Context: an optimization exercise on an open-source flow, tuned for small area. The choices shown serve that exercise and are no tape-out recipe. In this exercise RTL edits were held to simulation tests only and were not proved equivalent to the original. Power and IR drop assume default switching activity.

Design vga_top, start of the top module:
module vga_top(
	input ClkPort,
	input BtnC,                  
	input BtnU, BtnD, BtnL, BtnR,
	input [18:0] FallDiv,        
	output hSync, vSync,
	output [3:0] vgaR, vgaG, vgaB,
	output An0, An1, An2, An3, An4, An5, An6, An7,
	output Ca, Cb, Cc, Cd, Ce, Cf, Cg, Dp,
	output MemOE, MemWR, RamCS, QuadSpiFlashCS
	);
	wire tick;
	wire [9:0] hc, vc;
	wire [6:0] k;
	wire [3:0] dH, dT, dO;
	wire [6:0] ssdOut;
	wire [3:0] anode;
	wire [11:0] rgb;
	wire button = BtnU | BtnD | BtnL | BtnR;
	display_controller dc(.clk(ClkPort), .rst(BtnC), .tick(tick), .hSync(hSync), .vSync(vSync), .hCount(hc), .vCount(vc));
	vga_bitchange vbc(.clk(ClkPort), .rst(BtnC), .fallDiv(FallDiv), .button(button), .hCount(hc), .vCount(vc),
		.rgb(rgb), .kilo(k), .hund(dH), .tens(dT), .ones(dO));
	counter cnt(.clk(ClkPort), .rst(BtnC), .kilo(k[3:0]), .hund(dH), .tens(dT), .ones(dO), .tick(tick), .anode(anode), .ssdOut(ssdOut));
	assign Dp = 1;
	assign {Ca, Cb, Cc, Cd, Ce, Cf, Cg} = ssdOut[6 : 0];
	assign {An7, An6, An5, An4, An3, An2, An1, An0} = {4'b1111, anode};
	assign vgaR = rgb[11 : 8];
	assign vgaG = rgb[7  : 4];
	assign vgaB = rgb[3  : 0];
	assign {MemOE, MemWR, RamCS, QuadSpiFlashCS} = 4'b1111;
endmodule
Size in the first run: ~680 cells after synthesis, ~59 I/O pins, about 5700 µm² of cells after synthesis.
export LEC_CHECK = 0
export CAP_MARGIN = 20
export CORE_MARGIN = 2
export CORE_UTILIZATION = 40
export SLEW_MARGIN = 20
create_clock -name core_clock -period 100.0 [get_ports {ClkPort}]
standard.sh (not shown) runs the stock make flow with config.mk's settings and CLKGATE_MAP_FILE= SYNTH_SCRIPT=/design/flow/synth_recipe.tcl, a recipe that flattens the netlist after the stock synthesis.
==> flow/flow/run.sh <==
#!/bin/bash
# Layout flow: the standard synthesis, then an area-oriented re-mapping of
# its combinational logic (registers untouched), then the standard ORFS steps
# with minimum-size port buffers and a clock tree of small buffers.
set -euo pipefail
HERE=$(pwd)
FLOWDIR=$HERE/flow
RES=$HERE/orfs/results/$FLOW_PLATFORM/vga_top/base
LIB=$FLOW_HOME/platforms/$FLOW_PLATFORM/lib/sky130_fd_sc_hd__tt_025C_1v80.lib

# 1. standard synthesis
bash standard.sh synth > synth.log 2>&1

# 2. re-map the combinational logic for area; flip-flops keep their names and cells
cp $RES/1_2_yosys.v $HERE/std_synth.v
DU="-dont_use sky130_fd_sc_hd__lpflow_bleeder_1 -dont_use sky130_fd_sc_hd__lpflow_clkbufkapwr_1 -dont_use sky130_fd_sc_hd__lpflow_clkbufkapwr_16 -dont_use sky130_fd_sc_hd__lpflow_clkbufkapwr_2 -dont_use sky130_fd_sc_hd__lpflow_clkbufkapwr_4 -dont_use sky130_fd_sc_hd__lpflow_clkbufkapwr_8 -dont_use sky130_fd_sc_hd__lpflow_clkinvkapwr_1 -dont_use sky130_fd_sc_hd__lpflow_clkinvkapwr_16 -dont_use sky130_fd_sc_hd__lpflow_clkinvkapwr_2 -dont_use sky130_fd_sc_hd__lpflow_clkinvkapwr_4 -dont_use sky130_fd_sc_hd__lpflow_clkinvkapwr_8 -dont_use sky130_fd_sc_hd__lpflow_decapkapwr_12 -dont_use sky130_fd_sc_hd__lpflow_decapkapwr_3 -dont_use sky130_fd_sc_hd__lpflow_decapkapwr_4 -dont_use sky130_fd_sc_hd__lpflow_decapkapwr_6 -dont_use sky130_fd_sc_hd__lpflow_decapkapwr_8 -dont_use sky130_fd_sc_hd__lpflow_inputiso0n_1 -dont_use sky130_fd_sc_hd__lpflow_inputiso0p_1 -dont_use sky130_fd_sc_hd__lpflow_inputiso1n_1 -dont_use sky130_fd_sc_hd__lpflow_inputiso1p_1 -dont_use sky130_fd_sc_hd__lpflow_inputisolatch_1 -dont_use sky130_fd_sc_hd__lpflow_isobufsrc_1 -dont_use sky130_fd_sc_hd__lpflow_isobufsrc_16 -dont_use sky130_fd_sc_hd__lpflow_isobufsrc_2 -dont_use sky130_fd_sc_hd__lpflow_isobufsrc_4 -dont_use sky130_fd_sc_hd__lpflow_isobufsrc_8 -dont_use sky130_fd_sc_hd__lpflow_isobufsrckapwr_16 -dont_use sky130_fd_sc_hd__lpflow_lsbuf_lh_hl_isowell_tap_1 -dont_use sky130_fd_sc_hd__lpflow_lsbuf_lh_hl_isowell_tap_2 -dont_use sky130_fd_sc_hd__lpflow_lsbuf_lh_hl_isowell_tap_4 -dont_use sky130_fd_sc_hd__lpflow_lsbuf_lh_isowell_4 -dont_use sky130_fd_sc_hd__lpflow_lsbuf_lh_isowell_tap_1 -dont_use sky130_fd_sc_hd__lpflow_lsbuf_lh_isowell_tap_2 -dont_use sky130_fd_sc_hd__lpflow_lsbuf_lh_isowell_tap_4 -dont_use sky130_fd_sc_hd__probe_p_8 -dont_use sky130_fd_sc_hd__probec_p_8"
cat > reopt.ys <<EOS
read_liberty -ignore_miss_func -ignore_miss_dir $LIB
setattr -mod -set keep_hierarchy 1 sky130_fd_sc_hd__dfxtp_1
read_verilog $HERE/std_synth.v
hierarchy -top vga_top
flatten
rename -hide w:_*_.*
opt_clean -purge
select vga_top
techmap
opt -fast -purge
abc -script $FLOWDIR/reopt.abc -liberty $LIB $DU
opt_clean -purge
hilomap -singleton -hicell sky130_fd_sc_hd__conb_1 HI -locell sky130_fd_sc_hd__conb_1 LO
splitnets
opt_clean -purge
select -clear
tee -o $HERE/reopt_stat.txt stat -liberty $LIB
delete sky130_fd_sc_hd__dfxtp_1
write_verilog -noattr -nohex -nodec $HERE/reopt.v
EOS
yosys -s reopt.ys > reopt.log 2>&1
cp $HERE/reopt.v $RES/1_2_yosys.v
rm -f $RES/1_synth.odb $RES/1_synth.sdc

# 3. the rest of the standard flow
bash standard.sh BUFFER_PORTS_ARGS="-buffer_cell sky130_fd_sc_hd__buf_1" \
  CTS_BUF_LIST="sky130_fd_sc_hd__clkbuf_4" finish > layout.log 2>&1
==> flow/flow/reopt.abc <==
strash
&get -n
&st
&deepsyn -T 20
&dch -f
&nf -a
&put
topo
Next try:
--- a/flow/flow/run.sh
+++ b/flow/flow/run.sh
@@ -4 +4,2 @@
-# with minimum-size port buffers and a clock tree of small buffers.
+# with minimum-size port buffers and a clock tree of small buffers without
+# dummy balancing loads.
@@ -44 +45,2 @@
-  CTS_BUF_LIST="sky130_fd_sc_hd__clkbuf_4" finish > layout.log 2>&1
+  CTS_ARGS="-sink_clustering_enable -repair_clock_nets -buf_list sky130_fd_sc_hd__clkbuf_4 -dont_use_dummy_load" \
+  SKIP_REPAIR_TIE_FANOUT=1 finish > layout.log 2>&1
==> flow/flow/reopt.abc (replaced) <==
strash
&get -n
&deepsyn -T 20
&put
dch -f
amap
topo
Result: Synthesized area decreases by 2.6%; total power decreases by 10%; cell count rose by 4.9%; worst setup slack gets better by 0.61 ns; global-route usage goes up by 0.11 points; routed wire length drops by 1.9%; clock skew goes up by 0.015 ns; final area went down by 4.8%.
Next try:
--- a/flow/flow/run.sh
+++ b/flow/flow/run.sh
@@ -46 +46 @@
-  SKIP_REPAIR_TIE_FANOUT=1 finish > layout.log 2>&1
+  finish > layout.log 2>&1
Result: Hold slack hardly moves. Count of clock-buffer cells in the layout does not change. Synthesized area does not change. Cell area went up slightly. Fmax went up slightly. Total power stays flat. Clock skew went up by 0.0096 ns. Sequential share of layout area went down by 0.19 points. Via count went up slightly. Wire length went up slightly. Die area does not change.
Next try:
--- a/flow/flow/run.sh
+++ b/flow/flow/run.sh
@@ -45,0 +46 @@
+  SKIP_REPAIR_TIE_FANOUT=1 GPL_TIMING_DRIVEN=0 CAP_MARGIN=0 SLEW_MARGIN=0 \
After rerunning: The new run finished clean; routed wire length went down by about 2%; power hardly moves; die area does not change; global-route usage stays flat; utilization falls by 0.24 points; cell count fell by 0.90%.

-- afterwards: timing with drivers on the ports --
In the flow no input, the clock included, has a driving cell. The finished layouts below were timed again as built, in two steps.
Step 1, drivers: a clkbuf_16 drives ClkPort and a buf_2 each remaining input, both assumed.
Step 2 also shifts input and output timing later by t, the mid clock arrival at the registers, as if the neighbouring blocks saw the same clock.
Three values: no drivers, after step 1, after step 2; two values: the first two.
| run | t (ns) | setup WS [ns] | hold WS [ns] | worst slew at a driven data input, ns |
|---|---|---|---|---|
| the first run | 0.551 | 74.386 / 74.347 / 74.898 | 0.462 / 0.462 / 0.462 | 0.03 |
| the second run | 0.543 | 74.998 / 74.962 / 75.415 | 0.457 / 0.457 / 0.457 | 0.04 |
| the third run | 0.521 | 75.132 / 75.100 / 75.438 | 0.458 / 0.458 / 0.458 | 0.04 |
| the fourth run | 0.540 | 74.769 / 74.737 / 75.277 | 0.453 / 0.453 / 0.453 | 0.04 |
After both steps every run listed still meets setup and hold.
